Background: an optimization exercise with open tools, aiming at small area and a short achievable clock period. Do not read the settings as production practice. Where RTL was checked, it was by simulation tests only, not by an equivalence proof against the original. Power figures rest on the tool's default switching activity, not on a simulated workload.

Design single_cycle, start of the top module:
module single_cycle (
   input  logic           clk_i,
   input  logic           rst_ni,
   input  logic  [W-1:0]  io_sw_i,
   input  logic  [W-1:0]  imem_rdata_i,
   output logic  [W-1:0]  pc_debug_o,
   output logic  [W-1:0]  io_lcd_o,
   output logic  [W-1:0]  io_ledg_o,
   output logic  [W-1:0]  io_ledr_o,
   output logic  [W-1:0]  io_hex0_o,
   output logic  [W-1:0]  io_hex1_o,
   output logic  [W-1:0]  io_hex2_o,
   output logic  [W-1:0]  io_hex3_o,
   output logic  [W-1:0]  io_hex4_o,
   output logic  [W-1:0]  io_hex5_o,
   output logic  [W-1:0]  io_hex6_o,
   output logic  [W-1:0]  io_hex7_o
);
parameter W = 32;
logic [31:0] pc, pcD, instrD_r, iD;
logic        bubD;
logic        hazard, taken;
logic [31:0] target;
logic [31:0] opA, opX, opY, pcE;
logic        fMA, fMB, fMY, fWA, fWB, fWY;
logic        digA, digB, digBo, subE;
logic        oAdd, oXor, oAnd, oOr, oSll, oSr, oSra, oSlt, oLui;
logic        wenE, dmemE, buE, pcselE, brE, jalrE, validE;
logic [1:0]  wbE;
logic [2:0]  f3E;
logic [4:0]  rdE;
logic [31:0] alu_data;
logic [31:0] alu_dataM, auxM, resM, ld_data;
logic [1:0]  wbM;
logic [2:0]  f3M;
logic [4:0]  rdM;
logic        wenM, dmemM;
logic [31:0] resW, wb_data;
logic [4:0]  rdW;
logic        wenW, hexW;
logic [3:0]  dig, dig_wb, dS;
logic [9:0]  dsel_oh;
logic        dsel_none;
logic        takenR;
logic [31:0] targetR, seqR;
assign pc = takenR ? targetR : seqR;
always_ff @(posedge clk_i or negedge rst_ni) begin
   if (!rst_ni) begin
      takenR <= 1'b0;
      seqR   <= 32'd0;
   end else begin
      takenR <= taken;
      seqR   <= hazard ? pc : pc + 32'd4;
   end
end
always_ff @(posedge clk_i) targetR <= target;
assign pc_debug_o = pc;
always_ff @(posedge clk_i or negedge rst_ni) begin
   if (!rst_ni)      bubD <= 1'b1;
   else              bubD <= taken | (hazard & bubD);
end
always_ff @(posedge clk_i) begin
   if (!hazard) instrD_r <= imem_rdata_i;
   pcD <= pc;
end
assign iD = instrD_r;
logic [4:0] opD, rs1D, rs2D, rdD;
logic [2:0] f3D;
assign opD  = iD[6:2];
  ...
Size in the first run: roughly 8,700 cells after synthesis, about 450 I/O pins, roughly 110,000 um2 of cells after synthesis.
Settings: LEC_CHECK=0, CAP_MARGIN=20, CELL_PAD_IN_SITES_DETAIL_PLACEMENT=1, CELL_PAD_IN_SITES_GLOBAL_PLACEMENT=2, CORE_MARGIN=2, CORE_UTILIZATION=55, CTS_CLUSTER_DIAMETER=100, CTS_CLUSTER_SIZE=20, PLACE_DENSITY=0.65, SLEW_MARGIN=20, SYNTH_HIERARCHICAL=1; clock period 12.0 ns.
standard.sh (not shown) runs the stock make flow with config.mk's settings and CLKGATE_MAP_FILE= SYNTH_SCRIPT=/design/flow/synth_recipe.tcl, a recipe that flattens the netlist after the stock synthesis.
==> flow/flow/run.sh <==
#!/bin/bash
set -euo pipefail
bash standard.sh SETUP_SLACK_MARGIN=7 \
   "BUFFER_PORTS_ARGS=-buffer_cell sky130_fd_sc_hd__buf_1" \
   finish > standard_flow.log 2>&1
The baseline produced a clean layout.
==> next run, changes <==
CORE_UTILIZATION = 50   (was 55)
PLACE_DENSITY = 0.6   (was 0.65)
Result:
- die area climbs by 9.9%
- routed wire length climbs by 0.88%
- synthesized area stays the same
- cell count climbs by 2.9%
- sequential share of layout area drops by 0.30 points
- design area climbs by 0.54%

---

Another version of the RTL of single_cycle (not shown whole).
Size: ~9300 cells after synthesis, roughly 2400 flip-flops, roughly 450 I/O pins, about 120000 um2 of cells after synthesis.
## single_cycle
module single_cycle (
   input  logic           clk_i,
   input  logic           rst_ni,
   input  logic  [W-1:0]  io_sw_i,
   input  logic  [W-1:0]  imem_rdata_i,
   output logic  [W-1:0]  pc_debug_o,
   output logic  [W-1:0]  io_lcd_o,
   output logic  [W-1:0]  io_ledg_o,
   output logic  [W-1:0]  io_ledr_o,
   output logic  [W-1:0]  io_hex0_o,
   output logic  [W-1:0]  io_hex1_o,
   output logic  [W-1:0]  io_hex2_o,
   output logic  [W-1:0]  io_hex3_o,
   output logic  [W-1:0]  io_hex4_o,
   output logic  [W-1:0]  io_hex5_o,
   output logic  [W-1:0]  io_hex6_o,
   output logic  [W-1:0]  io_hex7_o
);
==> flow/config.mk <==
export PLATFORM = sky130hd
export DESIGN_NAME = single_cycle
export DESIGN_NICKNAME = single_cycle
export VERILOG_FILES = /design/flow/design.v
export SDC_FILE = /design/flow/constraint.sdc
export NUM_CORES = 4
export LEC_CHECK = 0
export CAP_MARGIN = 20
export CELL_PAD_IN_SITES_DETAIL_PLACEMENT = 1
export CELL_PAD_IN_SITES_GLOBAL_PLACEMENT = 2
export CORE_MARGIN = 2
export CORE_UTILIZATION = 55
export PLACE_DENSITY = 0.65
export SLEW_MARGIN = 20
==> flow/constraint.sdc <==
create_clock -name core_clock -period 12.0 [get_ports {clk_i}]
set_input_delay 2.4000 -clock core_clock [delete_from_list [all_inputs] [get_ports {clk_i}]]
set_output_delay 2.4000 -clock core_clock [all_outputs]
set_load 0.01 [all_outputs]
run.sh (not shown) runs the stock make flow with config.mk's settings and CLKGATE_MAP_FILE= SYNTH_SCRIPT=/design/flow/synth_recipe.tcl, a recipe that flattens the netlist after the stock synthesis.
Stock flow here: none of the scripts above is used.
The baseline ran to the end with no violations.
Edit:
Settings changed: SETUP_SLACK_MARGIN from default to 4.
=>
- The changed run completed with no timing, DRC or antenna violations
- cell count hardly moves
- routed wire length hardly moves
- sequential cell count is unchanged
- power stays flat
- synthesized cell count does not change
- non-clock buffer count stays the same
- via count hardly moves
- register-to-register slack is worse by 0.12 ns
- maximum frequency grows by about a fifth
- die area is unchanged
No run of this note included a check of the RTL's function; only the layout flow was run.

---

== 12-01 ==
single_cycle, a different RTL version from the one above (not shown whole).
Size in the first run: roughly 450 I/O pins, roughly 110000 sq um of cells after synthesis.
==> flow/config.mk <==
export PLATFORM = sky130hd
export DESIGN_NAME = single_cycle
export DESIGN_NICKNAME = single_cycle
export VERILOG_FILES = /design/flow/design.v
export SDC_FILE = /design/flow/constraint.sdc
export NUM_CORES = 4
export LEC_CHECK = 0
export CAP_MARGIN = 20
export CELL_PAD_IN_SITES_DETAIL_PLACEMENT = 1
export CELL_PAD_IN_SITES_GLOBAL_PLACEMENT = 2
export CORE_MARGIN = 2
export CORE_UTILIZATION = 50
export CTS_CLUSTER_DIAMETER = 100
export CTS_CLUSTER_SIZE = 20
export PLACE_DENSITY = 0.6
export SLEW_MARGIN = 20
export SYNTH_HIERARCHICAL = 1
==> flow/constraint.sdc <==
create_clock -name core_clock -period 12.0 [get_ports {clk_i}]
set_input_delay 2.4000 -clock core_clock [delete_from_list [all_inputs] [get_ports {clk_i}]]
set_output_delay 2.4000 -clock core_clock [all_outputs]
set_load 0.01 [all_outputs]
standard.sh (not shown) runs the stock make flow with config.mk's settings and CLKGATE_MAP_FILE= SYNTH_SCRIPT=/design/flow/synth_recipe.tcl, a recipe that flattens the netlist after the stock synthesis.
Scripts as last shown in full above: flow/flow/run.sh
diff inputs: 12-01 => 06-23
Settings: CORE_UTILIZATION: 50 -> 55; PLACE_DENSITY: 0.6 -> 0.65.
--- outcome ---
- 06-23 finished every step from synthesis to the final layout, and the layout passed the timing, DRC and antenna checks.
- Between 06-23 and 12-01, the proportion of power drawn by combinational gates is lower for 12-01.
- In the tables for 06-23 and 12-01, post-route minimum period reads lower with 12-01.
- 06-23 does worse than 12-01 on total net switching power.
- The lower maximum net fanout on the critical path of 06-23 and 12-01 is in 06-23.
- In the metrics for 06-23 and 12-01, the one carrying the lower proportion of cell area occupied by registers is 12-01.
- Lower routed length on met2 goes to 06-23 over 12-01.
- When 06-23 is measured against 12-01, its area after detailed placement turns out 480 sq um lower.
- Side by side, final cell count turned out lower in 06-23 than in 12-01.
- Final antenna diode count (higher): 06-23
- Comparing 06-23 and 12-01, the lower pin slew with the least headroom to its limit was measured on 12-01.
- The total wire length number comes out lower for 06-23 vs 12-01.

## re-timing with driven ports
No port has a modelled driver above. Below, the same layouts with a new extraction and two added sets of constraints.
Step 1 sets driving cells, clkbuf_16 on the clock port and buf_2 on the other inputs (assumed; they add their load-dependent delay and slew).
Step 2 moves the port delays by t, midway between the first and last clock arrival at a register: inputs arrive t later, outputs are due t later. That takes back most of the time a late clock gives input paths.
Slacks: ideal ports / drivers / drivers and shift; pairs: ideal ports / drivers.
run | t, ns | setup WS [ns] | latest minus earliest clock arrival (ns) | worst register clock-pin slew, ns
the first run of note 1 | 0.988 | 6.749 / 6.749 / 6.046 | 0.056 / 0.057 | 0.10 / 0.10
the second run of note 1 | 0.955 | 6.789 / 6.789 / 6.065 | 0.078 / 0.078 | 0.10 / 0.10
the first run of note 2 | 1.022 | 3.241 / 3.326 / 2.305 | 0.115 / 0.115 | 0.08 / 0.08
the second run of note 2 | 1.028 | 4.375 / 4.461 / 3.434 | 0.121 / 0.121 | 0.08 / 0.08
12-01 | 0.966 | 6.798 / 6.798 / 5.832 | 0.047 / 0.047 | 0.10 / 0.10
06-23 | 0.975 | 6.669 / 6.669 / 5.983 | 0.064 / 0.064 | 0.10 / 0.10
After both steps every run listed still meets setup and hold. For 12-01, which loses most, drivers alone change the setup slack by 0.000 ns; drivers and shift together by -0.966 ns.
